Source: an optimization exercise on an open RTL-to-GDS flow (aim: small area, a short achievable clock period and few clock cycles per item). Production flows keep margins and buffers that such runs may drop. No run shown here included a check of the RTL's function; only the layout flow was run.

==> flow/design.v (outline; a module is shown in full before it is edited, if it fits) <==
// module mult: 1262 lines
module mult(
	input clk, rst, start, in_is_signed,
	input [31:0] in_a, in_b,
	output mult_status,
	output [63:0] s);
  // ...
==> flow/run.sh <==
#!/bin/bash
# synth_recipe.tcl (not shown) runs the flow's synth.tcl, then flattens the netlist and writes it again
# the make line also repeats each setting of config.mk as NAME=value (left out here)
make -C /OpenROAD-flow-scripts/flow DESIGN_CONFIG=/design/flow/config.mk WORK_HOME=/design/flow/orfs CLKGATE_MAP_FILE= SYNTH_SCRIPT=/design/flow/synth_recipe.tcl finish
==> flow/config.mk <==
export PLATFORM = sky130hd
export DESIGN_NAME = mult
export DESIGN_NICKNAME = mult
export VERILOG_FILES = /design/flow/design.v
export SDC_FILE = /design/flow/constraint.sdc
export NUM_CORES = 4
export LEC_CHECK = 0
export CAP_MARGIN = 20
export CORE_MARGIN = 2
export CORE_UTILIZATION = 40
export SLEW_MARGIN = 20
==> flow/constraint.sdc <==
create_clock -name core_clock -period 50.0 [get_ports {clk}]
set_input_delay 10.0000 -clock core_clock [delete_from_list [all_inputs] [get_ports {clk}]]
set_output_delay 10.0000 -clock core_clock [all_outputs]
set_load 0.01 [all_outputs]
==> flow_summary.yaml, run 1 <==
setup_path:
  cp-endpoint: "s[62]"
  crit_path_frequent_cell: "fa_1"
synthesis:
  yosys.area_share.simple_pct: 14.4
  netlist_area_mm2: 0.0256
  ys_seq_elements: 117
  ys_seq_area_share_pct: 13.7
  syn_avg_cell_area_um2: 7.63
  yosysMostFrequentCell: "inv_1"
routing:
  first_pass_iters: 8
  drtIter0Drc: 3095
  top_layer: "met4"
cells_and_area:
  num-fill-cells: 6339
  largest_reg_flops: 46
  largest_register: "acc"
  buffer_area_share_pct: 7.23
  layout.clock.cell_area_share_pct: 2.21
  final_common_cell: "inv_1"
  multi_input_area_mm2: 0.0193
clock_network:
  ctsRootBufferMaster: "clkbuf_16"
  cts.sinks: 117
floorplanning:
  taps: 846
global_route:
  grt_pass1_vias: 23400
  grt_pass1_wl_mm: 154
  grt_use_met2_pct: 47.0
  use_met3_pct: 6.49
hold_path:
  hp-class: "flop to flop"
  hold_path_end: "w[10]"
outcome:
  status: "no timing/DRC/antenna violations"
sta:
  worstMarginPinSlew_ns: 0.991
  hold_viol_final: 0
place:
  place.gp.congestion: 0.994
==> run 2, diff against run 1 <==
==> flow/design.v (replaced) <==
module mult(
	input clk, rst, start, in_is_signed,
	input [31:0] in_a, in_b,
	output mult_status,
	output [63:0] s);
	reg [32:0] n;	 
	reg busy;
	reg [18:0] w;	 
	reg [17:0] wlo;	 
	reg [45:0] acc;	 
	assign mult_status = busy;
	wire sha = &in_a[31:17] | ~|in_a[31:17];
	wire shb = &in_b[31:17] | ~|in_b[31:17];
	wire use_a = sha & ~shb;
	wire [31:0] m = use_a ? in_a : in_b;
	wire [31:0] nn = use_a ? in_b : in_a;
	wire msign = in_is_signed & m[31];
	wire corr = ~in_is_signed & m[31];
	always @(posedge clk) begin
		if (rst) begin
			busy <= 1'b0;
		end else if (!busy) begin
			if (start) begin
				n <= {in_is_signed & nn[31], nn};
				wlo <= m[17:0];
				if (sha | shb) begin
					w <= {m[17:0], 1'b0};
					acc <= corr ? {nn, 14'b0} : 46'b0;
				end else begin
					w <= {{4{msign}}, m[31:17]};
					acc <= 46'b0;
					busy <= 1'b1;
				end
			end
		end else begin
			acc <= s[45:0];
			w <= {wlo, 1'b0};
			busy <= 1'b0;
		end
	end
	wire [8:0] one, two, neg;
	wire [34:0] nx = {n[32], n, 1'b0};
	assign one[0] = w[1] ^ w[0];
	assign two[0] = (w[2] & ~w[1] & ~w[0]) | (~w[2] & w[1] & w[0]);
	assign neg[0] = w[2];
	assign one[1] = w[3] ^ w[2];
	assign two[1] = (w[4] & ~w[3] & ~w[2]) | (~w[4] & w[3] & w[2]);
	assign neg[1] = w[4];
	assign one[2] = w[5] ^ w[4];
	assign two[2] = (w[6] & ~w[5] & ~w[4]) | (~w[6] & w[5] & w[4]);
	assign neg[2] = w[6];
	assign one[3] = w[7] ^ w[6];
	assign two[3] = (w[8] & ~w[7] & ~w[6]) | (~w[8] & w[7] & w[6]);
	assign neg[3] = w[8];
	assign one[4] = w[9] ^ w[8];
	assign two[4] = (w[10] & ~w[9] & ~w[8]) | (~w[10] & w[9] & w[8]);
	assign neg[4] = w[10];
	assign one[5] = w[11] ^ w[10];
	assign two[5] = (w[12] & ~w[11] & ~w[10]) | (~w[12] & w[11] & w[10]);
	assign neg[5] = w[12];
	assign one[6] = w[13] ^ w[12];
	assign two[6] = (w[14] & ~w[13] & ~w[12]) | (~w[14] & w[13] & w[12]);
	assign neg[6] = w[14];
	assign one[7] = w[15] ^ w[14];
	assign two[7] = (w[16] & ~w[15] & ~w[14]) | (~w[16] & w[15] & w[14]);
	assign neg[7] = w[16];
	assign one[8] = w[17] ^ w[16];
	assign two[8] = (w[18] & ~w[17] & ~w[16]) | (~w[18] & w[17] & w[16]);
	assign neg[8] = w[18];
	wire [33:0] pp0 = (({34{one[0]}} & nx[34:1]) | ({34{two[0]}} & nx[33:0])) ^ {34{neg[0]}};
	wire [33:0] pp1 = (({34{one[1]}} & nx[34:1]) | ({34{two[1]}} & nx[33:0])) ^ {34{neg[1]}};
	wire [33:0] pp2 = (({34{one[2]}} & nx[34:1]) | ({34{two[2]}} & nx[33:0])) ^ {34{neg[2]}};
	wire [33:0] pp3 = (({34{one[3]}} & nx[34:1]) | ({34{two[3]}} & nx[33:0])) ^ {34{neg[3]}};
	wire [33:0] pp4 = (({34{one[4]}} & nx[34:1]) | ({34{two[4]}} & nx[33:0])) ^ {34{neg[4]}};
	wire [33:0] pp5 = (({34{one[5]}} & nx[34:1]) | ({34{two[5]}} & nx[33:0])) ^ {34{neg[5]}};
	wire [33:0] pp6 = (({34{one[6]}} & nx[34:1]) | ({34{two[6]}} & nx[33:0])) ^ {34{neg[6]}};
	wire [33:0] pp7 = (({34{one[7]}} & nx[34:1]) | ({34{two[7]}} & nx[33:0])) ^ {34{neg[7]}};
	wire [33:0] pp8 = (({34{one[8]}} & nx[34:1]) | ({34{two[8]}} & nx[33:0])) ^ {34{neg[8]}};
	wire hs1;
	wire hc2;
	wire hs3;
	wire hc4;
	wire fs5;
	wire fc6;
	wire fs7;
	wire fc8;
	wire fs9;
	wire fc10;
	wire fs11;
	wire fc12;
	wire fs13;
	wire fc14;
	wire fs15;
	wire fc16;
	wire fs17;
	wire fc18;
	wire fs19;
	wire fc20;
	wire fs21;
	wire fc22;
	wire fs23;
	wire fc24;
	wire fs25;
	wire fc26;
	wire fs27;
	wire fc28;
	wire fs29;
	wire fc30;
	wire fs31;
	wire fc32;
	wire fs33;
	wire fc34;
	wire fs35;
	wire fc36;
	wire hs37;
	wire hc38;
	wire fs39;
	wire fc40;
	wire hs41;
	wire hc42;
	wire fs43;
	wire fc44;
	wire hs45;
	wire hc46;
	wire hs47;
	wire hc48;
	wire hs49;
	wire hc50;
	wire fs51;
	wire fc52;
	wire hs53;
	wire hc54;
	wire fs55;
	wire fc56;
	wire hs57;
	wire hc58;
	wire fs59;
	wire fc60;
	wire fs61;
	wire fc62;
	wire hs63;
	wire hc64;
	wire fs65;
	wire fc66;
	wire fs67;
	wire fc68;
	wire hs69;
	wire hc70;
	wire fs71;
	wire fc72;
	wire fs73;
	wire fc74;
	wire fs75;
	wire fc76;
	wire fs77;
	wire fc78;
	wire fs79;
	wire fc80;
	wire fs81;
	wire fc82;
	wire fs83;
	wire fc84;
	wire fs85;
	wire fc86;
	wire fs87;
	wire fc88;
	wire fs89;
	wire fc90;
	wire fs91;
	wire fc92;
	wire fs93;
	wire fc94;
	wire fs95;
	wire fc96;
	wire fs97;
	wire fc98;
	wire fs99;
	wire fc100;
	wire fs101;
	wire fc102;
	wire fs103;
	wire fc104;
	wire fs105;
	wire fc106;
	wire fs107;
	wire fc108;
	wire fs109;
	wire fc110;
	wire fs111;
	wire fc112;
	wire fs113;
	wire fc114;
	wire fs115;
	wire fc116;
	wire fs117;
	wire fc118;
	wire fs119;
	wire fc120;
	wire fs121;
	wire fc122;
	wire fs123;
	wire fc124;
	wire fs125;
	wire fc126;
	wire fs127;
	wire fc128;
	wire fs129;
	wire fc130;
	wire fs131;
	wire fc132;
	wire fs133;
	wire fc134;
	wire fs135;
	wire fc136;
	wire fs137;
	wire fc138;
	wire fs139;
	wire fc140;
	wire fs141;
	wire fc142;
	wire fs143;
	wire fc144;
	wire fs145;
	wire fc146;
	wire fs147;
	wire fc148;
	wire fs149;
	wire fc150;
	wire fs151;
	wire fc152;
	wire fs153;
	wire fc154;
	wire fs155;
	wire fc156;
	wire fs157;
	wire fc158;
	wire fs159;
	wire fc160;
	wire fs161;
	wire fc162;
	wire fs163;
	wire fc164;
	wire fs165;
	wire fc166;
	wire fs167;
	wire fc168;
	wire fs169;
	wire fc170;
	wire fs171;
	wire fc172;
	wire fs173;
	wire fc174;
	wire fs175;
	wire fc176;
	wire fs177;
	wire fc178;
	wire fs179;
	wire fc180;
	wire fs181;
	wire fc182;
	wire fs183;
	wire fc184;
	wire fs185;
	wire fc186;
	wire fs187;
	wire fc188;
	wire fs189;
	wire fc190;
	wire fs191;
	wire fc192;
	wire fs193;
	wire fc194;
	wire fs195;
	wire fc196;
	wire fs197;
	wire fc198;
	wire fs199;
	wire fc200;
	wire fs201;
	wire fc202;
	wire fs203;
	wire fc204;
	wire fs205;
	wire fc206;
	wire hs207;
	wire hc208;
	wire fs209;
	wire fc210;
	wire fs211;
	wire fc212;
	wire fs213;
	wire fc214;
	wire hs215;
	wire hc216;
	wire fs217;
	wire fc218;
	wire hs219;
	wire hc220;
	wire hs221;
	wire hc222;
	wire hs223;
	wire hc224;
	wire fs225;
	wire fc226;
	wire hs227;
	wire hc228;
	wire fs229;
	wire fc230;
	wire hs231;
	wire hc232;
	wire fs233;
	wire fc234;
	wire fs235;
	wire fc236;
	wire fs237;
	wire fc238;
	wire fs239;
	wire fc240;
	wire fs241;
	wire fc242;
	wire fs243;
	wire fc244;
	wire fs245;
	wire fc246;
	wire fs247;
	wire fc248;
	wire fs249;
	wire fc250;
	wire fs251;
	wire fc252;
	wire fs253;
	wire fc254;
	wire fs255;
	wire fc256;
	wire fs257;
	wire fc258;
	wire fs259;
	wire fc260;
	wire fs261;
	wire fc262;
	wire fs263;
	wire fc264;
	wire fs265;
	wire fc266;
	wire fs267;
	wire fc268;
	wire fs269;
	wire fc270;
	wire fs271;
	wire fc272;
	wire fs273;
	wire fc274;
	wire fs275;
	wire fc276;
	wire fs277;
	wire fc278;
	wire fs279;
	wire fc280;
	wire fs281;
	wire fc282;
	wire fs283;
	wire fc284;
	wire fs285;
	wire fc286;
	wire fs287;
	wire fc288;
	wire fs289;
	wire fc290;
	wire fs291;
	wire fc292;
	wire fs293;
	wire fc294;
	wire fs295;
	wire fc296;
	wire fs297;
	wire fc298;
	wire fs299;
	wire fc300;
	wire fs301;
	wire fc302;
	wire fs303;
	wire fc304;
	wire fs305;
	wire fc306;
	wire fs307;
	wire fc308;
	wire fs309;
	wire fc310;
	wire fs311;
	wire fc312;
	wire fs313;
	wire fc314;
	wire fs315;
	wire fc316;
	wire fs317;
	wire fc318;
	wire fs319;
	wire fc320;
	wire fs321;
	wire fc322;
	wire fs323;
	wire fc324;
	wire fs325;
	wire fc326;
	wire fs327;
	wire fc328;
	wire fs329;
	wire fc330;
	wire fs331;
	wire fc332;
	wire fs333;
	wire fc334;
	wire fs335;
	wire fc336;
	wire fs337;
	wire fc338;
	wire fs339;
	wire fc340;
	wire fs341;
	wire fc342;
	wire fs343;
	wire fc344;
	wire fs345;
	wire fc346;
	wire fs347;
	wire fc348;
	wire fs349;
	wire fc350;
	wire fs351;
	wire fc352;
	wire fs353;
	wire fc354;
	wire fs355;
	wire fc356;
	wire fs357;
	wire fc358;
	wire fs359;
	wire fc360;
	wire fs361;
	wire fc362;
	wire fs363;
	wire fc364;
	wire fs365;
	wire fc366;
	wire fs367;
	wire fc368;
	wire fs369;
	wire fc370;
	wire hs371;
	wire hc372;
	wire fs373;
	wire fc374;
	wire hs375;
	wire hc376;
	wire hs377;
	wire hc378;
	wire hs379;
	wire hc380;
	wire fs381;
	wire fc382;
	wire fs383;
	wire fc384;
	wire fs385;
	wire fc386;
	wire fs387;
	wire fc388;
	wire fs389;
	wire fc390;
	wire fs391;
	wire fc392;
	wire fs393;
	wire fc394;
	wire fs395;
	wire fc396;
	wire fs397;
	wire fc398;
	wire fs399;
	wire fc400;
	wire fs401;
	wire fc402;
	wire fs403;
	wire fc404;
	wire fs405;
	wire fc406;
	wire fs407;
	wire fc408;
	wire fs409;
	wire fc410;
	wire fs411;
	wire fc412;
	wire fs413;
	wire fc414;
	wire fs415;
	wire fc416;
	wire fs417;
	wire fc418;
	wire fs419;
	wire fc420;
	wire fs421;
	wire fc422;
	wire fs423;
	wire fc424;
	wire fs425;
	wire fc426;
	wire fs427;
	wire fc428;
	wire fs429;
	wire fc430;
	wire fs431;
	wire fc432;
	wire fs433;
	wire fc434;
	wire fs435;
	wire fc436;
	wire fs437;
	wire fc438;
	wire fs439;
	wire fc440;
	wire fs441;
	wire fc442;
	wire fs443;
	wire fc444;
	wire fs445;
	wire fc446;
	wire fs447;
	wire fc448;
	wire fs449;
	wire fc450;
	wire fs451;
	wire fc452;
	wire fs453;
	wire fc454;
	wire fs455;
	wire fc456;
	wire fs457;
	wire fc458;
	wire fs459;
	wire fc460;
	wire fs461;
	wire fc462;
	wire fs463;
	wire fc464;
	wire hs465;
	wire hc466;
	wire hs467;
	wire hc468;
	wire hs469;
	wire hc470;
	wire fs471;
	wire fc472;
	wire fs473;
	wire fc474;
	wire fs475;
	wire fc476;
	wire fs477;
	wire fc478;
	wire fs479;
	wire fc480;
	wire fs481;
	wire fc482;
	wire fs483;
	wire fc484;
	wire fs485;
	wire fc486;
	wire fs487;
	wire fc488;
	wire fs489;
	wire fc490;
	wire fs491;
	wire fc492;
	wire fs493;
	wire fc494;
	wire fs495;
	wire fc496;
	wire fs497;
	wire fc498;
	wire fs499;
	wire fc500;
	wire fs501;
	wire fc502;
	wire fs503;
	wire fc504;
	wire fs505;
	wire fc506;
	wire fs507;
	wire fc508;
	wire fs509;
	wire fc510;
	wire fs511;
	wire fc512;
	wire fs513;
	wire fc514;
	wire fs515;
	wire fc516;
	wire fs517;
	wire fc518;
	wire fs519;
	wire fc520;
	wire fs521;
	wire fc522;
	wire fs523;
	wire fc524;
	wire fs525;
	wire fc526;
	wire fs527;
	wire fc528;
	wire fs529;
	wire fc530;
	wire fs531;
	wire fc532;
	wire fs533;
	wire fc534;
	wire fs535;
	wire fc536;
	wire fs537;
	wire fc538;
	wire fs539;
	wire fc540;
	wire fs541;
	wire fc542;
	wire fs543;
	wire fc544;
	wire fs545;
	wire fc546;
	wire fs547;
	wire fc548;
	wire fs549;
	wire fc550;
	wire fs551;
	wire fc552;
	wire fs553;
	wire fc554;
	wire fs555;
	wire fc556;
	wire fs557;
	wire fc558;
	wire fs559;
	wire fc560;
	wire fs561;
	wire fc562;
	wire hs563;
	wire hc564;
	wire hs565;
	wire hc566;
	wire hs567;
	wire hc568;
	wire hs569;
	wire hc570;
	wire hs571;
	wire hc572;
	wire hs573;
	wire hc574;
	wire hs575;
	wire hc576;
	wire hs577;
	wire hc578;
	wire hs579;
	wire hc580;
	wire hs581;
	wire hc582;
	wire hs583;
	wire hc584;
	wire hs585;
	wire hc586;
	wire hs587;
	wire hc588;
	wire hs589;
	wire hc590;
	assign hs1 = neg[8] ^ pp0[16];
	assign hc2 = neg[8] & pp0[16];
	assign hs3 = pp0[17] ^ pp1[15];
	assign hc4 = pp0[17] & pp1[15];
	assign fs5 = acc[0] ^ pp0[18] ^ pp1[16];
	assign fc6 = (acc[0] & pp0[18]) | (pp1[16] & (acc[0] ^ pp0[18]));
	assign fs7 = acc[1] ^ pp0[19] ^ pp1[17];
	assign fc8 = (acc[1] & pp0[19]) | (pp1[17] & (acc[1] ^ pp0[19]));
	assign fs9 = acc[2] ^ pp0[20] ^ pp1[18];
	assign fc10 = (acc[2] & pp0[20]) | (pp1[18] & (acc[2] ^ pp0[20]));
	assign fs11 = acc[3] ^ pp0[21] ^ pp1[19];
	assign fc12 = (acc[3] & pp0[21]) | (pp1[19] & (acc[3] ^ pp0[21]));
	assign fs13 = acc[4] ^ pp0[22] ^ pp1[20];
	assign fc14 = (acc[4] & pp0[22]) | (pp1[20] & (acc[4] ^ pp0[22]));
	assign fs15 = acc[5] ^ pp0[23] ^ pp1[21];
	assign fc16 = (acc[5] & pp0[23]) | (pp1[21] & (acc[5] ^ pp0[23]));
	assign fs17 = acc[6] ^ pp0[24] ^ pp1[22];
	assign fc18 = (acc[6] & pp0[24]) | (pp1[22] & (acc[6] ^ pp0[24]));
	assign fs19 = acc[7] ^ pp0[25] ^ pp1[23];
	assign fc20 = (acc[7] & pp0[25]) | (pp1[23] & (acc[7] ^ pp0[25]));
	assign fs21 = acc[8] ^ pp0[26] ^ pp1[24];
	assign fc22 = (acc[8] & pp0[26]) | (pp1[24] & (acc[8] ^ pp0[26]));
	assign fs23 = acc[9] ^ pp0[27] ^ pp1[25];
	assign fc24 = (acc[9] & pp0[27]) | (pp1[25] & (acc[9] ^ pp0[27]));
	assign fs25 = acc[10] ^ pp0[28] ^ pp1[26];
	assign fc26 = (acc[10] & pp0[28]) | (pp1[26] & (acc[10] ^ pp0[28]));
	assign fs27 = acc[11] ^ pp0[29] ^ pp1[27];
	assign fc28 = (acc[11] & pp0[29]) | (pp1[27] & (acc[11] ^ pp0[29]));
	assign fs29 = acc[12] ^ pp0[30] ^ pp1[28];
	assign fc30 = (acc[12] & pp0[30]) | (pp1[28] & (acc[12] ^ pp0[30]));
	assign fs31 = acc[13] ^ pp0[31] ^ pp1[29];
	assign fc32 = (acc[13] & pp0[31]) | (pp1[29] & (acc[13] ^ pp0[31]));
	assign fs33 = acc[14] ^ pp0[32] ^ pp1[30];
	assign fc34 = (acc[14] & pp0[32]) | (pp1[30] & (acc[14] ^ pp0[32]));
	assign fs35 = ~(acc[15] ^ ~pp0[33]);
	assign fc36 = acc[15] | ~pp0[33];
	assign hs37 = pp1[31] ^ pp2[29];
	assign hc38 = pp1[31] & pp2[29];
	assign fs39 = ~(acc[16] ^ pp1[32]);
	assign fc40 = acc[16] | pp1[32];
	assign hs41 = pp2[30] ^ pp3[28];
	assign hc42 = pp2[30] & pp3[28];
	assign fs43 = acc[17] ^ ~pp1[33] ^ pp2[31];
	assign fc44 = (acc[17] & ~pp1[33]) | (pp2[31] & (acc[17] ^ ~pp1[33]));
	assign hs45 = ~acc[18];
	assign hc46 = acc[18];
	assign hs47 = neg[5] ^ pp0[10];
	assign hc48 = neg[5] & pp0[10];
	assign hs49 = pp0[11] ^ pp1[9];
	assign hc50 = pp0[11] & pp1[9];
	assign fs51 = neg[6] ^ pp0[12] ^ pp1[10];
	assign fc52 = (neg[6] & pp0[12]) | (pp1[10] & (neg[6] ^ pp0[12]));
	assign hs53 = pp2[8] ^ pp3[6];
	assign hc54 = pp2[8] & pp3[6];
	assign fs55 = pp0[13] ^ pp1[11] ^ pp2[9];
	assign fc56 = (pp0[13] & pp1[11]) | (pp2[9] & (pp0[13] ^ pp1[11]));
	assign hs57 = pp3[7] ^ pp4[5];
	assign hc58 = pp3[7] & pp4[5];
	assign fs59 = neg[7] ^ pp0[14] ^ pp1[12];
	assign fc60 = (neg[7] & pp0[14]) | (pp1[12] & (neg[7] ^ pp0[14]));
	assign fs61 = pp2[10] ^ pp3[8] ^ pp4[6];
	assign fc62 = (pp2[10] & pp3[8]) | (pp4[6] & (pp2[10] ^ pp3[8]));
	assign hs63 = pp5[4] ^ pp6[2];
	assign hc64 = pp5[4] & pp6[2];
	assign fs65 = pp0[15] ^ pp1[13] ^ pp2[11];
	assign fc66 = (pp0[15] & pp1[13]) | (pp2[11] & (pp0[15] ^ pp1[13]));
	assign fs67 = pp3[9] ^ pp4[7] ^ pp5[5];
	assign fc68 = (pp3[9] & pp4[7]) | (pp5[5] & (pp3[9] ^ pp4[7]));
	assign hs69 = pp6[3] ^ pp7[1];
	assign hc70 = pp6[3] & pp7[1];
	assign fs71 = pp1[14] ^ pp2[12] ^ pp3[10];
	assign fc72 = (pp1[14] & pp2[12]) | (pp3[10] & (pp1[14] ^ pp2[12]));
	assign fs73 = pp4[8] ^ pp5[6] ^ pp6[4];
	assign fc74 = (pp4[8] & pp5[6]) | (pp6[4] & (pp4[8] ^ pp5[6]));
	assign fs75 = pp7[2] ^ pp8[0] ^ hs1;
	assign fc76 = (pp7[2] & pp8[0]) | (hs1 & (pp7[2] ^ pp8[0]));
	assign fs77 = pp2[13] ^ pp3[11] ^ pp4[9];
	assign fc78 = (pp2[13] & pp3[11]) | (pp4[9] & (pp2[13] ^ pp3[11]));
	assign fs79 = pp5[7] ^ pp6[5] ^ pp7[3];
	assign fc80 = (pp5[7] & pp6[5]) | (pp7[3] & (pp5[7] ^ pp6[5]));
	assign fs81 = pp8[1] ^ hc2 ^ hs3;
	assign fc82 = (pp8[1] & hc2) | (hs3 & (pp8[1] ^ hc2));
	assign fs83 = pp2[14] ^ pp3[12] ^ pp4[10];
	assign fc84 = (pp2[14] & pp3[12]) | (pp4[10] & (pp2[14] ^ pp3[12]));
	assign fs85 = pp5[8] ^ pp6[6] ^ pp7[4];
	assign fc86 = (pp5[8] & pp6[6]) | (pp7[4] & (pp5[8] ^ pp6[6]));
	assign fs87 = pp8[2] ^ hc4 ^ fs5;
	assign fc88 = (pp8[2] & hc4) | (fs5 & (pp8[2] ^ hc4));
	assign fs89 = pp2[15] ^ pp3[13] ^ pp4[11];
	assign fc90 = (pp2[15] & pp3[13]) | (pp4[11] & (pp2[15] ^ pp3[13]));
	assign fs91 = pp5[9] ^ pp6[7] ^ pp7[5];
	assign fc92 = (pp5[9] & pp6[7]) | (pp7[5] & (pp5[9] ^ pp6[7]));
	assign fs93 = pp8[3] ^ fc6 ^ fs7;
	assign fc94 = (pp8[3] & fc6) | (fs7 & (pp8[3] ^ fc6));
	assign fs95 = pp2[16] ^ pp3[14] ^ pp4[12];
	assign fc96 = (pp2[16] & pp3[14]) | (pp4[12] & (pp2[16] ^ pp3[14]));
	assign fs97 = pp5[10] ^ pp6[8] ^ pp7[6];
	assign fc98 = (pp5[10] & pp6[8]) | (pp7[6] & (pp5[10] ^ pp6[8]));
	assign fs99 = pp8[4] ^ fc8 ^ fs9;
	assign fc100 = (pp8[4] & fc8) | (fs9 & (pp8[4] ^ fc8));
	assign fs101 = pp2[17] ^ pp3[15] ^ pp4[13];
	assign fc102 = (pp2[17] & pp3[15]) | (pp4[13] & (pp2[17] ^ pp3[15]));
	assign fs103 = pp5[11] ^ pp6[9] ^ pp7[7];
	assign fc104 = (pp5[11] & pp6[9]) | (pp7[7] & (pp5[11] ^ pp6[9]));
	assign fs105 = pp8[5] ^ fc10 ^ fs11;
	assign fc106 = (pp8[5] & fc10) | (fs11 & (pp8[5] ^ fc10));
	assign fs107 = pp2[18] ^ pp3[16] ^ pp4[14];
	assign fc108 = (pp2[18] & pp3[16]) | (pp4[14] & (pp2[18] ^ pp3[16]));
	assign fs109 = pp5[12] ^ pp6[10] ^ pp7[8];
	assign fc110 = (pp5[12] & pp6[10]) | (pp7[8] & (pp5[12] ^ pp6[10]));
	assign fs111 = pp8[6] ^ fc12 ^ fs13;
	assign fc112 = (pp8[6] & fc12) | (fs13 & (pp8[6] ^ fc12));
	assign fs113 = pp2[19] ^ pp3[17] ^ pp4[15];
	assign fc114 = (pp2[19] & pp3[17]) | (pp4[15] & (pp2[19] ^ pp3[17]));
	assign fs115 = pp5[13] ^ pp6[11] ^ pp7[9];
	assign fc116 = (pp5[13] & pp6[11]) | (pp7[9] & (pp5[13] ^ pp6[11]));
	assign fs117 = pp8[7] ^ fc14 ^ fs15;
	assign fc118 = (pp8[7] & fc14) | (fs15 & (pp8[7] ^ fc14));
	assign fs119 = pp2[20] ^ pp3[18] ^ pp4[16];
	assign fc120 = (pp2[20] & pp3[18]) | (pp4[16] & (pp2[20] ^ pp3[18]));
	assign fs121 = pp5[14] ^ pp6[12] ^ pp7[10];
	assign fc122 = (pp5[14] & pp6[12]) | (pp7[10] & (pp5[14] ^ pp6[12]));
	assign fs123 = pp8[8] ^ fc16 ^ fs17;
	assign fc124 = (pp8[8] & fc16) | (fs17 & (pp8[8] ^ fc16));
	assign fs125 = pp2[21] ^ pp3[19] ^ pp4[17];
	assign fc126 = (pp2[21] & pp3[19]) | (pp4[17] & (pp2[21] ^ pp3[19]));
	assign fs127 = pp5[15] ^ pp6[13] ^ pp7[11];
	assign fc128 = (pp5[15] & pp6[13]) | (pp7[11] & (pp5[15] ^ pp6[13]));
	assign fs129 = pp8[9] ^ fc18 ^ fs19;
	assign fc130 = (pp8[9] & fc18) | (fs19 & (pp8[9] ^ fc18));
	assign fs131 = pp2[22] ^ pp3[20] ^ pp4[18];
	assign fc132 = (pp2[22] & pp3[20]) | (pp4[18] & (pp2[22] ^ pp3[20]));
	assign fs133 = pp5[16] ^ pp6[14] ^ pp7[12];
	assign fc134 = (pp5[16] & pp6[14]) | (pp7[12] & (pp5[16] ^ pp6[14]));
	assign fs135 = pp8[10] ^ fc20 ^ fs21;
	assign fc136 = (pp8[10] & fc20) | (fs21 & (pp8[10] ^ fc20));
	assign fs137 = pp2[23] ^ pp3[21] ^ pp4[19];
	assign fc138 = (pp2[23] & pp3[21]) | (pp4[19] & (pp2[23] ^ pp3[21]));
	assign fs139 = pp5[17] ^ pp6[15] ^ pp7[13];
	assign fc140 = (pp5[17] & pp6[15]) | (pp7[13] & (pp5[17] ^ pp6[15]));
	assign fs141 = pp8[11] ^ fc22 ^ fs23;
	assign fc142 = (pp8[11] & fc22) | (fs23 & (pp8[11] ^ fc22));
	assign fs143 = pp2[24] ^ pp3[22] ^ pp4[20];
	assign fc144 = (pp2[24] & pp3[22]) | (pp4[20] & (pp2[24] ^ pp3[22]));
	assign fs145 = pp5[18] ^ pp6[16] ^ pp7[14];
	assign fc146 = (pp5[18] & pp6[16]) | (pp7[14] & (pp5[18] ^ pp6[16]));
	assign fs147 = pp8[12] ^ fc24 ^ fs25;
	assign fc148 = (pp8[12] & fc24) | (fs25 & (pp8[12] ^ fc24));
	assign fs149 = pp2[25] ^ pp3[23] ^ pp4[21];
	assign fc150 = (pp2[25] & pp3[23]) | (pp4[21] & (pp2[25] ^ pp3[23]));
	assign fs151 = pp5[19] ^ pp6[17] ^ pp7[15];
	assign fc152 = (pp5[19] & pp6[17]) | (pp7[15] & (pp5[19] ^ pp6[17]));
	assign fs153 = pp8[13] ^ fc26 ^ fs27;
	assign fc154 = (pp8[13] & fc26) | (fs27 & (pp8[13] ^ fc26));
	assign fs155 = pp2[26] ^ pp3[24] ^ pp4[22];
	assign fc156 = (pp2[26] & pp3[24]) | (pp4[22] & (pp2[26] ^ pp3[24]));
	assign fs157 = pp5[20] ^ pp6[18] ^ pp7[16];
	assign fc158 = (pp5[20] & pp6[18]) | (pp7[16] & (pp5[20] ^ pp6[18]));
	assign fs159 = pp8[14] ^ fc28 ^ fs29;
	assign fc160 = (pp8[14] & fc28) | (fs29 & (pp8[14] ^ fc28));
	assign fs161 = pp2[27] ^ pp3[25] ^ pp4[23];
	assign fc162 = (pp2[27] & pp3[25]) | (pp4[23] & (pp2[27] ^ pp3[25]));
	assign fs163 = pp5[21] ^ pp6[19] ^ pp7[17];
	assign fc164 = (pp5[21] & pp6[19]) | (pp7[17] & (pp5[21] ^ pp6[19]));
	assign fs165 = pp8[15] ^ fc30 ^ fs31;
	assign fc166 = (pp8[15] & fc30) | (fs31 & (pp8[15] ^ fc30));
	assign fs167 = pp2[28] ^ pp3[26] ^ pp4[24];
	assign fc168 = (pp2[28] & pp3[26]) | (pp4[24] & (pp2[28] ^ pp3[26]));
	assign fs169 = pp5[22] ^ pp6[20] ^ pp7[18];
	assign fc170 = (pp5[22] & pp6[20]) | (pp7[18] & (pp5[22] ^ pp6[20]));
	assign fs171 = pp8[16] ^ fc32 ^ fs33;
	assign fc172 = (pp8[16] & fc32) | (fs33 & (pp8[16] ^ fc32));
	assign fs173 = pp3[27] ^ pp4[25] ^ pp5[23];
	assign fc174 = (pp3[27] & pp4[25]) | (pp5[23] & (pp3[27] ^ pp4[25]));
	assign fs175 = pp6[21] ^ pp7[19] ^ pp8[17];
	assign fc176 = (pp6[21] & pp7[19]) | (pp8[17] & (pp6[21] ^ pp7[19]));
	assign fs177 = fc34 ^ fs35 ^ hs37;
	assign fc178 = (fc34 & fs35) | (hs37 & (fc34 ^ fs35));
	assign fs179 = pp4[26] ^ pp5[24] ^ pp6[22];
	assign fc180 = (pp4[26] & pp5[24]) | (pp6[22] & (pp4[26] ^ pp5[24]));
	assign fs181 = pp7[20] ^ pp8[18] ^ fc36;
	assign fc182 = (pp7[20] & pp8[18]) | (fc36 & (pp7[20] ^ pp8[18]));
	assign fs183 = hc38 ^ fs39 ^ hs41;
	assign fc184 = (hc38 & fs39) | (hs41 & (hc38 ^ fs39));
	assign fs185 = pp3[29] ^ pp4[27] ^ pp5[25];
	assign fc186 = (pp3[29] & pp4[27]) | (pp5[25] & (pp3[29] ^ pp4[27]));
	assign fs187 = pp6[23] ^ pp7[21] ^ pp8[19];
	assign fc188 = (pp6[23] & pp7[21]) | (pp8[19] & (pp6[23] ^ pp7[21]));
	assign fs189 = fc40 ^ hc42 ^ fs43;
	assign fc190 = (fc40 & hc42) | (fs43 & (fc40 ^ hc42));
	assign fs191 = hs45 ^ pp2[32] ^ pp3[30];
	assign fc192 = (hs45 & pp2[32]) | (pp3[30] & (hs45 ^ pp2[32]));
	assign fs193 = pp4[28] ^ pp5[26] ^ pp6[24];
	assign fc194 = (pp4[28] & pp5[26]) | (pp6[24] & (pp4[28] ^ pp5[26]));
	assign fs195 = pp7[22] ^ pp8[20] ^ fc44;
	assign fc196 = (pp7[22] & pp8[20]) | (fc44 & (pp7[22] ^ pp8[20]));
	assign fs197 = acc[19] ^ hc46 ^ ~pp2[33];
	assign fc198 = (acc[19] & hc46) | (~pp2[33] & (acc[19] ^ hc46));
	assign fs199 = pp3[31] ^ pp4[29] ^ pp5[27];
	assign fc200 = (pp3[31] & pp4[29]) | (pp5[27] & (pp3[31] ^ pp4[29]));
	assign fs201 = pp6[25] ^ pp7[23] ^ pp8[21];
	assign fc202 = (pp6[25] & pp7[23]) | (pp8[21] & (pp6[25] ^ pp7[23]));
	assign fs203 = ~(acc[20] ^ pp3[32]);
	assign fc204 = acc[20] | pp3[32];
	assign fs205 = pp4[30] ^ pp5[28] ^ pp6[26];
	assign fc206 = (pp4[30] & pp5[28]) | (pp6[26] & (pp4[30] ^ pp5[28]));
	assign hs207 = pp7[24] ^ pp8[22];
	assign hc208 = pp7[24] & pp8[22];
	assign fs209 = acc[21] ^ ~pp3[33] ^ pp4[31];
	assign fc210 = (acc[21] & ~pp3[33]) | (pp4[31] & (acc[21] ^ ~pp3[33]));
	assign fs211 = pp5[29] ^ pp6[27] ^ pp7[25];
	assign fc212 = (pp5[29] & pp6[27]) | (pp7[25] & (pp5[29] ^ pp6[27]));
	assign fs213 = ~(acc[22] ^ pp4[32]);
	assign fc214 = acc[22] | pp4[32];
	assign hs215 = pp5[30] ^ pp6[28];
	assign hc216 = pp5[30] & pp6[28];
	assign fs217 = acc[23] ^ ~pp4[33] ^ pp5[31];
	assign fc218 = (acc[23] & ~pp4[33]) | (pp5[31] & (acc[23] ^ ~pp4[33]));
	assign hs219 = ~acc[24];
	assign hc220 = acc[24];
	assign hs221 = neg[3] ^ pp0[6];
	assign hc222 = neg[3] & pp0[6];
	assign hs223 = pp0[7] ^ pp1[5];
	assign hc224 = pp0[7] & pp1[5];
	assign fs225 = neg[4] ^ pp0[8] ^ pp1[6];
	assign fc226 = (neg[4] & pp0[8]) | (pp1[6] & (neg[4] ^ pp0[8]));
	assign hs227 = pp2[4] ^ pp3[2];
	assign hc228 = pp2[4] & pp3[2];
	assign fs229 = pp0[9] ^ pp1[7] ^ pp2[5];
	assign fc230 = (pp0[9] & pp1[7]) | (pp2[5] & (pp0[9] ^ pp1[7]));
	assign hs231 = pp3[3] ^ pp4[1];
	assign hc232 = pp3[3] & pp4[1];
	assign fs233 = pp1[8] ^ pp2[6] ^ pp3[4];
	assign fc234 = (pp1[8] & pp2[6]) | (pp3[4] & (pp1[8] ^ pp2[6]));
	assign fs235 = pp4[2] ^ pp5[0] ^ hs47;
	assign fc236 = (pp4[2] & pp5[0]) | (hs47 & (pp4[2] ^ pp5[0]));
	assign fs237 = pp2[7] ^ pp3[5] ^ pp4[3];
	assign fc238 = (pp2[7] & pp3[5]) | (pp4[3] & (pp2[7] ^ pp3[5]));
	assign fs239 = pp5[1] ^ hc48 ^ hs49;
	assign fc240 = (pp5[1] & hc48) | (hs49 & (pp5[1] ^ hc48));
	assign fs241 = pp4[4] ^ pp5[2] ^ pp6[0];
	assign fc242 = (pp4[4] & pp5[2]) | (pp6[0] & (pp4[4] ^ pp5[2]));
	assign fs243 = hc50 ^ fs51 ^ hs53;
	assign fc244 = (hc50 & fs51) | (hs53 & (hc50 ^ fs51));
	assign fs245 = pp5[3] ^ pp6[1] ^ fc52;
	assign fc246 = (pp5[3] & pp6[1]) | (fc52 & (pp5[3] ^ pp6[1]));
	assign fs247 = hc54 ^ fs55 ^ hs57;
	assign fc248 = (hc54 & fs55) | (hs57 & (hc54 ^ fs55));
	assign fs249 = pp7[0] ^ fc56 ^ hc58;
	assign fc250 = (pp7[0] & fc56) | (hc58 & (pp7[0] ^ fc56));
	assign fs251 = fs59 ^ fs61 ^ hs63;
	assign fc252 = (fs59 & fs61) | (hs63 & (fs59 ^ fs61));
	assign fs253 = fc60 ^ fc62 ^ hc64;
	assign fc254 = (fc60 & fc62) | (hc64 & (fc60 ^ fc62));
	assign fs255 = fs65 ^ fs67 ^ hs69;
	assign fc256 = (fs65 & fs67) | (hs69 & (fs65 ^ fs67));
	assign fs257 = fc66 ^ fc68 ^ hc70;
	assign fc258 = (fc66 & fc68) | (hc70 & (fc66 ^ fc68));
	assign fs259 = fs71 ^ fs73 ^ fs75;
	assign fc260 = (fs71 & fs73) | (fs75 & (fs71 ^ fs73));
	assign fs261 = fc72 ^ fc74 ^ fs77;
	assign fc262 = (fc72 & fc74) | (fs77 & (fc72 ^ fc74));
	assign fs263 = fs79 ^ fc76 ^ fs81;
	assign fc264 = (fs79 & fc76) | (fs81 & (fs79 ^ fc76));
	assign fs265 = fc78 ^ fc80 ^ fs83;
	assign fc266 = (fc78 & fc80) | (fs83 & (fc78 ^ fc80));
	assign fs267 = fs85 ^ fc82 ^ fs87;
	assign fc268 = (fs85 & fc82) | (fs87 & (fs85 ^ fc82));
	assign fs269 = fc84 ^ fc86 ^ fs89;
	assign fc270 = (fc84 & fc86) | (fs89 & (fc84 ^ fc86));
	assign fs271 = fs91 ^ fc88 ^ fs93;
	assign fc272 = (fs91 & fc88) | (fs93 & (fs91 ^ fc88));
	assign fs273 = fc90 ^ fc92 ^ fs95;
	assign fc274 = (fc90 & fc92) | (fs95 & (fc90 ^ fc92));
	assign fs275 = fs97 ^ fc94 ^ fs99;
	assign fc276 = (fs97 & fc94) | (fs99 & (fs97 ^ fc94));
	assign fs277 = fc96 ^ fc98 ^ fs101;
	assign fc278 = (fc96 & fc98) | (fs101 & (fc96 ^ fc98));
	assign fs279 = fs103 ^ fc100 ^ fs105;
	assign fc280 = (fs103 & fc100) | (fs105 & (fs103 ^ fc100));
	assign fs281 = fc102 ^ fc104 ^ fs107;
	assign fc282 = (fc102 & fc104) | (fs107 & (fc102 ^ fc104));
	assign fs283 = fs109 ^ fc106 ^ fs111;
	assign fc284 = (fs109 & fc106) | (fs111 & (fs109 ^ fc106));
	assign fs285 = fc108 ^ fc110 ^ fs113;
	assign fc286 = (fc108 & fc110) | (fs113 & (fc108 ^ fc110));
	assign fs287 = fs115 ^ fc112 ^ fs117;
	assign fc288 = (fs115 & fc112) | (fs117 & (fs115 ^ fc112));
	assign fs289 = fc114 ^ fc116 ^ fs119;
	assign fc290 = (fc114 & fc116) | (fs119 & (fc114 ^ fc116));
	assign fs291 = fs121 ^ fc118 ^ fs123;
	assign fc292 = (fs121 & fc118) | (fs123 & (fs121 ^ fc118));
	assign fs293 = fc120 ^ fc122 ^ fs125;
	assign fc294 = (fc120 & fc122) | (fs125 & (fc120 ^ fc122));
	assign fs295 = fs127 ^ fc124 ^ fs129;
	assign fc296 = (fs127 & fc124) | (fs129 & (fs127 ^ fc124));
	assign fs297 = fc126 ^ fc128 ^ fs131;
	assign fc298 = (fc126 & fc128) | (fs131 & (fc126 ^ fc128));
	assign fs299 = fs133 ^ fc130 ^ fs135;
	assign fc300 = (fs133 & fc130) | (fs135 & (fs133 ^ fc130));
	assign fs301 = fc132 ^ fc134 ^ fs137;
	assign fc302 = (fc132 & fc134) | (fs137 & (fc132 ^ fc134));
	assign fs303 = fs139 ^ fc136 ^ fs141;
	assign fc304 = (fs139 & fc136) | (fs141 & (fs139 ^ fc136));
	assign fs305 = fc138 ^ fc140 ^ fs143;
	assign fc306 = (fc138 & fc140) | (fs143 & (fc138 ^ fc140));
	assign fs307 = fs145 ^ fc142 ^ fs147;
	assign fc308 = (fs145 & fc142) | (fs147 & (fs145 ^ fc142));
	assign fs309 = fc144 ^ fc146 ^ fs149;
	assign fc310 = (fc144 & fc146) | (fs149 & (fc144 ^ fc146));
	assign fs311 = fs151 ^ fc148 ^ fs153;
	assign fc312 = (fs151 & fc148) | (fs153 & (fs151 ^ fc148));
	assign fs313 = fc150 ^ fc152 ^ fs155;
	assign fc314 = (fc150 & fc152) | (fs155 & (fc150 ^ fc152));
	assign fs315 = fs157 ^ fc154 ^ fs159;
	assign fc316 = (fs157 & fc154) | (fs159 & (fs157 ^ fc154));
	assign fs317 = fc156 ^ fc158 ^ fs161;
	assign fc318 = (fc156 & fc158) | (fs161 & (fc156 ^ fc158));
	assign fs319 = fs163 ^ fc160 ^ fs165;
	assign fc320 = (fs163 & fc160) | (fs165 & (fs163 ^ fc160));
	assign fs321 = fc162 ^ fc164 ^ fs167;
	assign fc322 = (fc162 & fc164) | (fs167 & (fc162 ^ fc164));
	assign fs323 = fs169 ^ fc166 ^ fs171;
	assign fc324 = (fs169 & fc166) | (fs171 & (fs169 ^ fc166));
	assign fs325 = fc168 ^ fc170 ^ fs173;
	assign fc326 = (fc168 & fc170) | (fs173 & (fc168 ^ fc170));
	assign fs327 = fs175 ^ fc172 ^ fs177;
	assign fc328 = (fs175 & fc172) | (fs177 & (fs175 ^ fc172));
	assign fs329 = fc174 ^ fc176 ^ fs179;
	assign fc330 = (fc174 & fc176) | (fs179 & (fc174 ^ fc176));
	assign fs331 = fc178 ^ fs181 ^ fs183;
	assign fc332 = (fc178 & fs181) | (fs183 & (fc178 ^ fs181));
	assign fs333 = fc180 ^ fs185 ^ fs187;
	assign fc334 = (fc180 & fs185) | (fs187 & (fc180 ^ fs185));
	assign fs335 = fc182 ^ fc184 ^ fs189;
	assign fc336 = (fc182 & fc184) | (fs189 & (fc182 ^ fc184));
	assign fs337 = fc186 ^ fc188 ^ fs191;
	assign fc338 = (fc186 & fc188) | (fs191 & (fc186 ^ fc188));
	assign fs339 = fs193 ^ fc190 ^ fs195;
	assign fc340 = (fs193 & fc190) | (fs195 & (fs193 ^ fc190));
	assign fs341 = fc192 ^ fc194 ^ fs197;
	assign fc342 = (fc192 & fc194) | (fs197 & (fc192 ^ fc194));
	assign fs343 = fs199 ^ fs201 ^ fc196;
	assign fc344 = (fs199 & fs201) | (fc196 & (fs199 ^ fs201));
	assign fs345 = fc198 ^ fc200 ^ fc202;
	assign fc346 = (fc198 & fc200) | (fc202 & (fc198 ^ fc200));
	assign fs347 = fs203 ^ fs205 ^ hs207;
	assign fc348 = (fs203 & fs205) | (hs207 & (fs203 ^ fs205));
	assign fs349 = pp8[23] ^ fc204 ^ fc206;
	assign fc350 = (pp8[23] & fc204) | (fc206 & (pp8[23] ^ fc204));
	assign fs351 = hc208 ^ fs209 ^ fs211;
	assign fc352 = (hc208 & fs209) | (fs211 & (hc208 ^ fs209));
	assign fs353 = pp7[26] ^ pp8[24] ^ fc210;
	assign fc354 = (pp7[26] & pp8[24]) | (fc210 & (pp7[26] ^ pp8[24]));
	assign fs355 = fc212 ^ fs213 ^ hs215;
	assign fc356 = (fc212 & fs213) | (hs215 & (fc212 ^ fs213));
	assign fs357 = pp6[29] ^ pp7[27] ^ pp8[25];
	assign fc358 = (pp6[29] & pp7[27]) | (pp8[25] & (pp6[29] ^ pp7[27]));
	assign fs359 = fc214 ^ hc216 ^ fs217;
	assign fc360 = (fc214 & hc216) | (fs217 & (fc214 ^ hc216));
	assign fs361 = hs219 ^ pp5[32] ^ pp6[30];
	assign fc362 = (hs219 & pp5[32]) | (pp6[30] & (hs219 ^ pp5[32]));
	assign fs363 = pp7[28] ^ pp8[26] ^ fc218;
	assign fc364 = (pp7[28] & pp8[26]) | (fc218 & (pp7[28] ^ pp8[26]));
	assign fs365 = acc[25] ^ hc220 ^ ~pp5[33];
	assign fc366 = (acc[25] & hc220) | (~pp5[33] & (acc[25] ^ hc220));
	assign fs367 = pp6[31] ^ pp7[29] ^ pp8[27];
	assign fc368 = (pp6[31] & pp7[29]) | (pp8[27] & (pp6[31] ^ pp7[29]));
	assign fs369 = ~(acc[26] ^ pp6[32]);
	assign fc370 = acc[26] | pp6[32];
	assign hs371 = pp7[30] ^ pp8[28];
	assign hc372 = pp7[30] & pp8[28];
	assign fs373 = acc[27] ^ ~pp6[33] ^ pp7[31];
	assign fc374 = (acc[27] & ~pp6[33]) | (pp7[31] & (acc[27] ^ ~pp6[33]));
	assign hs375 = ~acc[28];
	assign hc376 = acc[28];
	assign hs377 = neg[2] ^ pp0[4];
	assign hc378 = neg[2] & pp0[4];
	assign hs379 = pp0[5] ^ pp1[3];
	assign hc380 = pp0[5] & pp1[3];
	assign fs381 = pp1[4] ^ pp2[2] ^ pp3[0];
	assign fc382 = (pp1[4] & pp2[2]) | (pp3[0] & (pp1[4] ^ pp2[2]));
	assign fs383 = pp2[3] ^ pp3[1] ^ hc222;
	assign fc384 = (pp2[3] & pp3[1]) | (hc222 & (pp2[3] ^ pp3[1]));
	assign fs385 = pp4[0] ^ hc224 ^ fs225;
	assign fc386 = (pp4[0] & hc224) | (fs225 & (pp4[0] ^ hc224));
	assign fs387 = fc226 ^ hc228 ^ fs229;
	assign fc388 = (fc226 & hc228) | (fs229 & (fc226 ^ hc228));
	assign fs389 = fc230 ^ hc232 ^ fs233;
	assign fc390 = (fc230 & hc232) | (fs233 & (fc230 ^ hc232));
	assign fs391 = fc234 ^ fs237 ^ fc236;
	assign fc392 = (fc234 & fs237) | (fc236 & (fc234 ^ fs237));
	assign fs393 = fc238 ^ fs241 ^ fc240;
	assign fc394 = (fc238 & fs241) | (fc240 & (fc238 ^ fs241));
	assign fs395 = fc242 ^ fc244 ^ fs245;
	assign fc396 = (fc242 & fc244) | (fs245 & (fc242 ^ fc244));
	assign fs397 = fc246 ^ fc248 ^ fs249;
	assign fc398 = (fc246 & fc248) | (fs249 & (fc246 ^ fc248));
	assign fs399 = fc250 ^ fc252 ^ fs253;
	assign fc400 = (fc250 & fc252) | (fs253 & (fc250 ^ fc252));
	assign fs401 = fc254 ^ fc256 ^ fs257;
	assign fc402 = (fc254 & fc256) | (fs257 & (fc254 ^ fc256));
	assign fs403 = fc258 ^ fs261 ^ fc260;
	assign fc404 = (fc258 & fs261) | (fc260 & (fc258 ^ fs261));
	assign fs405 = fc262 ^ fs265 ^ fc264;
	assign fc406 = (fc262 & fs265) | (fc264 & (fc262 ^ fs265));
	assign fs407 = fc266 ^ fs269 ^ fc268;
	assign fc408 = (fc266 & fs269) | (fc268 & (fc266 ^ fs269));
	assign fs409 = fc270 ^ fs273 ^ fc272;
	assign fc410 = (fc270 & fs273) | (fc272 & (fc270 ^ fs273));
	assign fs411 = fc274 ^ fs277 ^ fc276;
	assign fc412 = (fc274 & fs277) | (fc276 & (fc274 ^ fs277));
	assign fs413 = fc278 ^ fs281 ^ fc280;
	assign fc414 = (fc278 & fs281) | (fc280 & (fc278 ^ fs281));
	assign fs415 = fc282 ^ fs285 ^ fc284;
	assign fc416 = (fc282 & fs285) | (fc284 & (fc282 ^ fs285));
	assign fs417 = fc286 ^ fs289 ^ fc288;
	assign fc418 = (fc286 & fs289) | (fc288 & (fc286 ^ fs289));
	assign fs419 = fc290 ^ fs293 ^ fc292;
	assign fc420 = (fc290 & fs293) | (fc292 & (fc290 ^ fs293));
	assign fs421 = fc294 ^ fs297 ^ fc296;
	assign fc422 = (fc294 & fs297) | (fc296 & (fc294 ^ fs297));
	assign fs423 = fc298 ^ fs301 ^ fc300;
	assign fc424 = (fc298 & fs301) | (fc300 & (fc298 ^ fs301));
	assign fs425 = fc302 ^ fs305 ^ fc304;
	assign fc426 = (fc302 & fs305) | (fc304 & (fc302 ^ fs305));
	assign fs427 = fc306 ^ fs309 ^ fc308;
	assign fc428 = (fc306 & fs309) | (fc308 & (fc306 ^ fs309));
	assign fs429 = fc310 ^ fs313 ^ fc312;
	assign fc430 = (fc310 & fs313) | (fc312 & (fc310 ^ fs313));
	assign fs431 = fc314 ^ fs317 ^ fc316;
	assign fc432 = (fc314 & fs317) | (fc316 & (fc314 ^ fs317));
	assign fs433 = fc318 ^ fs321 ^ fc320;
	assign fc434 = (fc318 & fs321) | (fc320 & (fc318 ^ fs321));
	assign fs435 = fc322 ^ fs325 ^ fc324;
	assign fc436 = (fc322 & fs325) | (fc324 & (fc322 ^ fs325));
	assign fs437 = fc326 ^ fs329 ^ fc328;
	assign fc438 = (fc326 & fs329) | (fc328 & (fc326 ^ fs329));
	assign fs439 = fc330 ^ fs333 ^ fc332;
	assign fc440 = (fc330 & fs333) | (fc332 & (fc330 ^ fs333));
	assign fs441 = fc334 ^ fs337 ^ fc336;
	assign fc442 = (fc334 & fs337) | (fc336 & (fc334 ^ fs337));
	assign fs443 = fc338 ^ fs341 ^ fc340;
	assign fc444 = (fc338 & fs341) | (fc340 & (fc338 ^ fs341));
	assign fs445 = fc342 ^ fs345 ^ fs347;
	assign fc446 = (fc342 & fs345) | (fs347 & (fc342 ^ fs345));
	assign fs447 = fc346 ^ fc348 ^ fs349;
	assign fc448 = (fc346 & fc348) | (fs349 & (fc346 ^ fc348));
	assign fs449 = fc350 ^ fc352 ^ fs353;
	assign fc450 = (fc350 & fc352) | (fs353 & (fc350 ^ fc352));
	assign fs451 = fs357 ^ fc354 ^ fc356;
	assign fc452 = (fs357 & fc354) | (fc356 & (fs357 ^ fc354));
	assign fs453 = fc358 ^ fs361 ^ fc360;
	assign fc454 = (fc358 & fs361) | (fc360 & (fc358 ^ fs361));
	assign fs455 = fc362 ^ fs365 ^ fs367;
	assign fc456 = (fc362 & fs365) | (fs367 & (fc362 ^ fs365));
	assign fs457 = fc366 ^ fc368 ^ fs369;
	assign fc458 = (fc366 & fc368) | (fs369 & (fc366 ^ fc368));
	assign fs459 = pp8[29] ^ fc370 ^ hc372;
	assign fc460 = (pp8[29] & fc370) | (hc372 & (pp8[29] ^ fc370));
	assign fs461 = hs375 ^ pp7[32] ^ pp8[30];
	assign fc462 = (hs375 & pp7[32]) | (pp8[30] & (hs375 ^ pp7[32]));
	assign fs463 = acc[29] ^ hc376 ^ ~pp7[33];
	assign fc464 = (acc[29] & hc376) | (~pp7[33] & (acc[29] ^ hc376));
	assign hs465 = ~acc[30];
	assign hc466 = acc[30];
	assign hs467 = neg[1] ^ pp0[2];
	assign hc468 = neg[1] & pp0[2];
	assign hs469 = pp0[3] ^ pp1[1];
	assign hc470 = pp0[3] & pp1[1];
	assign fs471 = pp1[2] ^ pp2[0] ^ hs377;
	assign fc472 = (pp1[2] & pp2[0]) | (hs377 & (pp1[2] ^ pp2[0]));
	assign fs473 = pp2[1] ^ hc378 ^ hs379;
	assign fc474 = (pp2[1] & hc378) | (hs379 & (pp2[1] ^ hc378));
	assign fs475 = hc380 ^ fs381 ^ hs221;
	assign fc476 = (hc380 & fs381) | (hs221 & (hc380 ^ fs381));
	assign fs477 = fc382 ^ hs223 ^ fs383;
	assign fc478 = (fc382 & hs223) | (fs383 & (fc382 ^ hs223));
	assign fs479 = hs227 ^ fc384 ^ fs385;
	assign fc480 = (hs227 & fc384) | (fs385 & (hs227 ^ fc384));
	assign fs481 = hs231 ^ fc386 ^ fs387;
	assign fc482 = (hs231 & fc386) | (fs387 & (hs231 ^ fc386));
	assign fs483 = fc388 ^ fs389 ^ fs235;
	assign fc484 = (fc388 & fs389) | (fs235 & (fc388 ^ fs389));
	assign fs485 = fc390 ^ fs239 ^ fs391;
	assign fc486 = (fc390 & fs239) | (fs391 & (fc390 ^ fs239));
	assign fs487 = fs243 ^ fc392 ^ fs393;
	assign fc488 = (fs243 & fc392) | (fs393 & (fs243 ^ fc392));
	assign fs489 = fs247 ^ fc394 ^ fs395;
	assign fc490 = (fs247 & fc394) | (fs395 & (fs247 ^ fc394));
	assign fs491 = fs251 ^ fc396 ^ fs397;
	assign fc492 = (fs251 & fc396) | (fs397 & (fs251 ^ fc396));
	assign fs493 = fs255 ^ fc398 ^ fs399;
	assign fc494 = (fs255 & fc398) | (fs399 & (fs255 ^ fc398));
	assign fs495 = fc400 ^ fs401 ^ fs259;
	assign fc496 = (fc400 & fs401) | (fs259 & (fc400 ^ fs401));
	assign fs497 = fc402 ^ fs263 ^ fs403;
	assign fc498 = (fc402 & fs263) | (fs403 & (fc402 ^ fs263));
	assign fs499 = fs267 ^ fc404 ^ fs405;
	assign fc500 = (fs267 & fc404) | (fs405 & (fs267 ^ fc404));
	assign fs501 = fs271 ^ fc406 ^ fs407;
	assign fc502 = (fs271 & fc406) | (fs407 & (fs271 ^ fc406));
	assign fs503 = fs275 ^ fc408 ^ fs409;
	assign fc504 = (fs275 & fc408) | (fs409 & (fs275 ^ fc408));
	assign fs505 = fs279 ^ fc410 ^ fs411;
	assign fc506 = (fs279 & fc410) | (fs411 & (fs279 ^ fc410));
	assign fs507 = fs283 ^ fc412 ^ fs413;
	assign fc508 = (fs283 & fc412) | (fs413 & (fs283 ^ fc412));
	assign fs509 = fs287 ^ fc414 ^ fs415;
	assign fc510 = (fs287 & fc414) | (fs415 & (fs287 ^ fc414));
	assign fs511 = fs291 ^ fc416 ^ fs417;
	assign fc512 = (fs291 & fc416) | (fs417 & (fs291 ^ fc416));
	assign fs513 = fs295 ^ fc418 ^ fs419;
	assign fc514 = (fs295 & fc418) | (fs419 & (fs295 ^ fc418));
	assign fs515 = fs299 ^ fc420 ^ fs421;
	assign fc516 = (fs299 & fc420) | (fs421 & (fs299 ^ fc420));
	assign fs517 = fs303 ^ fc422 ^ fs423;
	assign fc518 = (fs303 & fc422) | (fs423 & (fs303 ^ fc422));
	assign fs519 = fs307 ^ fc424 ^ fs425;
	assign fc520 = (fs307 & fc424) | (fs425 & (fs307 ^ fc424));
	assign fs521 = fs311 ^ fc426 ^ fs427;
	assign fc522 = (fs311 & fc426) | (fs427 & (fs311 ^ fc426));
	assign fs523 = fs315 ^ fc428 ^ fs429;
	assign fc524 = (fs315 & fc428) | (fs429 & (fs315 ^ fc428));
	assign fs525 = fs319 ^ fc430 ^ fs431;
	assign fc526 = (fs319 & fc430) | (fs431 & (fs319 ^ fc430));
	assign fs527 = fs323 ^ fc432 ^ fs433;
	assign fc528 = (fs323 & fc432) | (fs433 & (fs323 ^ fc432));
	assign fs529 = fs327 ^ fc434 ^ fs435;
	assign fc530 = (fs327 & fc434) | (fs435 & (fs327 ^ fc434));
	assign fs531 = fs331 ^ fc436 ^ fs437;
	assign fc532 = (fs331 & fc436) | (fs437 & (fs331 ^ fc436));
	assign fs533 = fs335 ^ fc438 ^ fs439;
	assign fc534 = (fs335 & fc438) | (fs439 & (fs335 ^ fc438));
	assign fs535 = fs339 ^ fc440 ^ fs441;
	assign fc536 = (fs339 & fc440) | (fs441 & (fs339 ^ fc440));
	assign fs537 = fs343 ^ fc442 ^ fs443;
	assign fc538 = (fs343 & fc442) | (fs443 & (fs343 ^ fc442));
	assign fs539 = fc344 ^ fs445 ^ fc444;
	assign fc540 = (fc344 & fs445) | (fc444 & (fc344 ^ fs445));
	assign fs541 = fs351 ^ fc446 ^ fs447;
	assign fc542 = (fs351 & fc446) | (fs447 & (fs351 ^ fc446));
	assign fs543 = fs355 ^ fc448 ^ fs449;
	assign fc544 = (fs355 & fc448) | (fs449 & (fs355 ^ fc448));
	assign fs545 = fs359 ^ fc450 ^ fs451;
	assign fc546 = (fs359 & fc450) | (fs451 & (fs359 ^ fc450));
	assign fs547 = fs363 ^ fc452 ^ fs453;
	assign fc548 = (fs363 & fc452) | (fs453 & (fs363 ^ fc452));
	assign fs549 = fc364 ^ fs455 ^ fc454;
	assign fc550 = (fc364 & fs455) | (fc454 & (fc364 ^ fs455));
	assign fs551 = hs371 ^ fc456 ^ fs457;
	assign fc552 = (hs371 & fc456) | (fs457 & (hs371 ^ fc456));
	assign fs553 = fs373 ^ fc458 ^ fs459;
	assign fc554 = (fs373 & fc458) | (fs459 & (fs373 ^ fc458));
	assign fs555 = fc374 ^ fs461 ^ fc460;
	assign fc556 = (fc374 & fs461) | (fc460 & (fc374 ^ fs461));
	assign fs557 = pp8[31] ^ fc462 ^ fs463;
	assign fc558 = (pp8[31] & fc462) | (fs463 & (pp8[31] ^ fc462));
	assign fs559 = hs465 ^ pp8[32] ^ fc464;
	assign fc560 = (hs465 & pp8[32]) | (fc464 & (hs465 ^ pp8[32]));
	assign fs561 = acc[31] ^ hc466 ^ ~pp8[33];
	assign fc562 = (acc[31] & hc466) | (~pp8[33] & (acc[31] ^ hc466));
	assign hs563 = ~acc[32];
	assign hc564 = acc[32];
	assign hs565 = ~acc[33];
	assign hc566 = acc[33];
	assign hs567 = ~acc[34];
	assign hc568 = acc[34];
	assign hs569 = ~acc[35];
	assign hc570 = acc[35];
	assign hs571 = ~acc[36];
	assign hc572 = acc[36];
	assign hs573 = ~acc[37];
	assign hc574 = acc[37];
	assign hs575 = ~acc[38];
	assign hc576 = acc[38];
	assign hs577 = ~acc[39];
	assign hc578 = acc[39];
	assign hs579 = ~acc[40];
	assign hc580 = acc[40];
	assign hs581 = ~acc[41];
	assign hc582 = acc[41];
	assign hs583 = ~acc[42];
	assign hc584 = acc[42];
	assign hs585 = ~acc[43];
	assign hc586 = acc[43];
	assign hs587 = ~acc[44];
	assign hc588 = acc[44];
	assign hs589 = ~acc[45];
	assign hc590 = acc[45];
	wire [63:0] rx = {hc588, hc586, hc584, hc582, hc580, hc578, hc576, hc574, hc572, hc570, hc568, hc566, hc564, fc562, fc560, fc558, fc556, fc554, fc552, fc550, fc548, fc546, fc544, fc542, fc540, fc538, fc536, fc534, fc532, fc530, fc528, fc526, fc524, fc522, fc520, fc518, fc516, fc514, fc512, fc510, fc508, fc506, fc504, fc502, fc500, fc498, fc496, fc494, fc492, fc490, fc488, fc486, fc484, fc482, fc480, fc478, fc476, fc474, fc472, hc470, hc468, hs467, pp0[1], neg[0]};
	wire [63:0] ry = {hs589, hs587, hs585, hs583, hs581, hs579, hs577, hs575, hs573, hs571, hs569, hs567, hs565, hs563, fs561, fs559, fs557, fs555, fs553, fs551, fs549, fs547, fs545, fs543, fs541, fs539, fs537, fs535, fs533, fs531, fs529, fs527, fs525, fs523, fs521, fs519, fs517, fs515, fs513, fs511, fs509, fs507, fs505, fs503, fs501, fs499, fs497, fs495, fs493, fs491, fs489, fs487, fs485, fs483, fs481, fs479, fs477, fs475, fs473, fs471, hs469, pp1[0], 1'b0, pp0[0]};
	assign s = rx + ry;
endmodule
==> flow/config.mk (replaced) <==
export PLATFORM = sky130hd
export DESIGN_NAME = mult
export DESIGN_NICKNAME = mult
export VERILOG_FILES = /design/flow/design.v
export SDC_FILE = /design/flow/constraint.sdc
export NUM_CORES = 4
export LEC_CHECK = 0
export ABC_AREA = 1
export CAP_MARGIN = 20
export CORE_MARGIN = 2
export CORE_UTILIZATION = 40
export SLEW_MARGIN = 20
==> run 2 against run 1 <==
Critical path type unchanged. Synthesized cell count decreased by 17%. Critical endpoint is now s[42]. Register-to-register slack better by 3.0 ns. Highest routed layer unchanged. Still clean on timing, DRC and antenna.
==> flow_summary.yaml, run 2 <==
sta:
  finalSetupViolCount: 0
  holdWs_ns: 0.541
  worstMarginPinSlew_ns: 1.07
  rsz0062_at_grt: "false"
  setup_tns_ns: 0
  post-route-min-period_ns: 18.29
  slew_violations: 0
  hold_viol_final: 0
  fin_skew_ns: 0.0164
  max_freq_mhz: 54.7
  maxSlewHeadroom_pct: 27.8
  period_share_pct: 36.6
clock_network:
  worstSkewPairLatency_ns: 0.44
  numCtsBuffers: 17
  post_cts_buffers: 0
  cts.sinks: 117
  cts_tree: "done"
  ctsResizeCount: 0
  cts_max_level: 4
  ctsRootBufferMaster: "clkbuf_16"
  path_clk_slew_ns: 0.07
  postCtsHoldBufs: 0
  clock_path_buffers: 2
global_route:
  grt_pass1_vias: 21500
  antenna_found_initial: 2
  grt_usage_pct: 34.0
  overflow: 0
  grt_max_degree: 66
  grt_pass1_wl_mm: 140
setup_path:
  worst_setup_path_end_kind: "primary output"
  worst_ep_arrival_time_ns: 8.29
  r2r-start: "w[14]"
  rrSetupSlack_ns: 42.45
  rr_endpoint: "acc[41]"
  path_class: "flop to primary output"
  cp_cell_sequence: "buf_4 -> inv_2 -> o21ai_2 -> buf_4 -> o22ai_1 -> xor2_1 -> fa_1 -> fa_1 -> inv_1 -> fa_1 -> fa_1 -> fa_1 -> inv_1 -> ha_1 -> a21o_1 -> a31oi_1 -> o21ai_0 -> a21oi_1 -> nand3_1 -> xor2_1 -> clkdlybuf4s50_1"
  slowest_stage: "clkdlybuf4s50_1"
  cpPeakStageDelay_ns: 0.63
  crit_fanout: 33
  required_ns: 40.00
  reg2regPathDepth: 24
  crit_path_frequent_cell: "fa_1"
  cp-startpoint: "w[4]"
  cp-start-kind: "flop"
routing:
  ant_nets: 0
  wire_per_inst_um: 26.8
  drt-vias-per-instance: 5.92
  drtIter0Drc: 2260
  num_vias: 20900
  drc: 0
  wirelength_mm: 94.7
  first_pass_iters: 6
floorplanning:
  dieArea_mm2: 0.0560
  rows: 85
  ios: 133
  coreArea_mm2: 0.0537
  dieWidth_um: 237
  initial_core_util_pct: 40.3
  die_h_um: 237
place:
  placed_area_mm2: 0.0237
  place_hpwl_mm: 74.4
  place.gp.congestion: 1.06
  port_buffers: 132
  placed_cells: 3498
cells_and_area:
  layout.nets: 3229
  largest_register: "acc"
  drive_gt1_share_pct: 4.06
  final_common_cell: "inv_1"
  fin_area_mm2: 0.0242
  area_growth_pct: 11.9
  largest_reg_flops: 46
  fin_cells: 3531
  reg_top3: "acc x46, n x33, w x19"
  final_cell_mix: "inv_1, nand2_1, xor2_1"
hold_path:
  hold_path_end: "w[16]"
  hp-start: "wlo[15]"
  hp-class: "flop to flop"
  hold_path_depth: 2
synthesis:
  syn_avg_cell_area_um2: 7.82
  yosysMostFrequentCell: "inv_1"
  synth_edf_count: 116
  ys_seq_elements: 117
  ys.flop_type: "edfxtp_1"
  synth_top_area_cell: "fa_1"
  ys_seq_area_share_pct: 16.2
  synth_cells: 2769
  synth_top_area_share_pct: 23.2
  synth_nets: 3177
  synth_warnings: 1
  synth_commonest_cells: "inv_1, nand2_1, xor2_1"
  netlist_area_mm2: 0.0217
  netlist_top_cells_area: "fa_1, edfxtp_1, xor2_1"
  synthArstFlopShare_pct: 0
  ys_types: 51
run:
  drv_cap: 0
outcome:
  status: "no timing/DRC/antenna violations"
-- run 2: changes by cell type after synthesis, moves of 68 or more --
cell / before / now
nor2_1: 252 / 171
a221oi_1: 94 / 1
inv_1: 341 / 489
maj3_1: 88 / 0
clkbuf_1: 340 / 111
nor2b_1: 73 / 0
o22ai_1: 186 / 287
a21oi_1: 315 / 105
a22oi_1: 124 / 0
o21ai_0: 180 / 112
xor2_1: 42 / 324
-- run 2: metal layers --
layer	global-route usage (%)	share of wire [%]
met1	45.9	41
met2	54.5	46
met3	6.25	9.4
met4	12.3	3.7
met5	0	0
-- run 2: stage by stage --
| stage | setup slack (ns) | utilization (%) |
|---|---|---|
| after floorplan | 34.41 | - |
| after global placement | 32.27 | 44.0 |
| after detailed placement | 32.23 | 44.0 |
| after CTS | 31.71 | 45.1 |
| after global routing | 31.38 | 45.1 |
| final | 31.71 | 45.1 |
-- run 2: worst max path at each step --
stage	to	slack [ns]	depth (start not counted)
2_1_floorplan	s[52]	34.41	24
3_3_place_gp	s[57]	32.27	27
3_5_place_dp	s[57]	32.23	26
4_1_cts	s[57]	31.71	26
5_1_grt	s[57]	31.38	26
6_report	s[42]	31.71	21
-- run 2: critical path: cells and delay by family (launching register included) --
family / cells / cell delay, ns
buf+inv: 6 / 1.98
xor+xnor: 2 / 0.67
fa+ha+maj: 6 / 3.06
simple gates: 1 / 0.29
flops: 1 / 0.33
compound gates: 6 / 1.44
-- run 2: layout make-up --
cell class	instances	area (um2)
clock buffer	17	425
clock inverter	15	161
inverter	529	1990
sequential	117	3500
antenna	1	2.50
timing repair buffer	178	1670
multi-input combinational	1978	15600
fill	5467	29500
tap	696	871
-- run 2: kinds of logic (layout without fill, tap and decap cells) --
kind of cell | after synthesis | count (layout) | synth area share [%]
simple gates | 714 | 714 | 13.9
buf+inv | 674 | 739 | 11.9
compound gates | 589 | 589 | 16.1
fa+ha+maj | 340 | 340 | 28.3
xor+xnor | 335 | 335 | 13.6
flops | 117 | 117 | 16.2
other cells | 0 | 1 | 0

re-timing with driven ports:
The flow's constraints put no driver on any port. The routed layouts listed below were extracted and timed again, unchanged, in two steps. Step 1 (the two cells are an assumption about what drives the block):
set clk [get_ports {clk}]
set_driving_cell -lib_cell sky130_fd_sc_hd__clkbuf_16 $clk
set_driving_cell -lib_cell sky130_fd_sc_hd__buf_2 [delete_from_list [all_inputs] $clk]
Step 2, shift: input delay + t, output delay - t, t = (earliest + latest rising clock arrival at the registers) / 2. This alone moves slack from input paths to output paths. a / b / c = ideal / step 1 / step 2; a / b = the first two.
run	t (ns)	slack for setup (ns)	hold slack, ns	worst setup path at the end	worst register clock-pin slew, ns
run 1	0.504	28.715 / 28.658 / 29.163	0.521 / 0.521 / 0.521	register to output	0.07 / 0.07
run 2	0.496	31.709 / 31.648 / 32.144	0.541 / 0.541 / 0.541	register to output	0.07 / 0.07
After both steps every run listed still meets setup and hold.
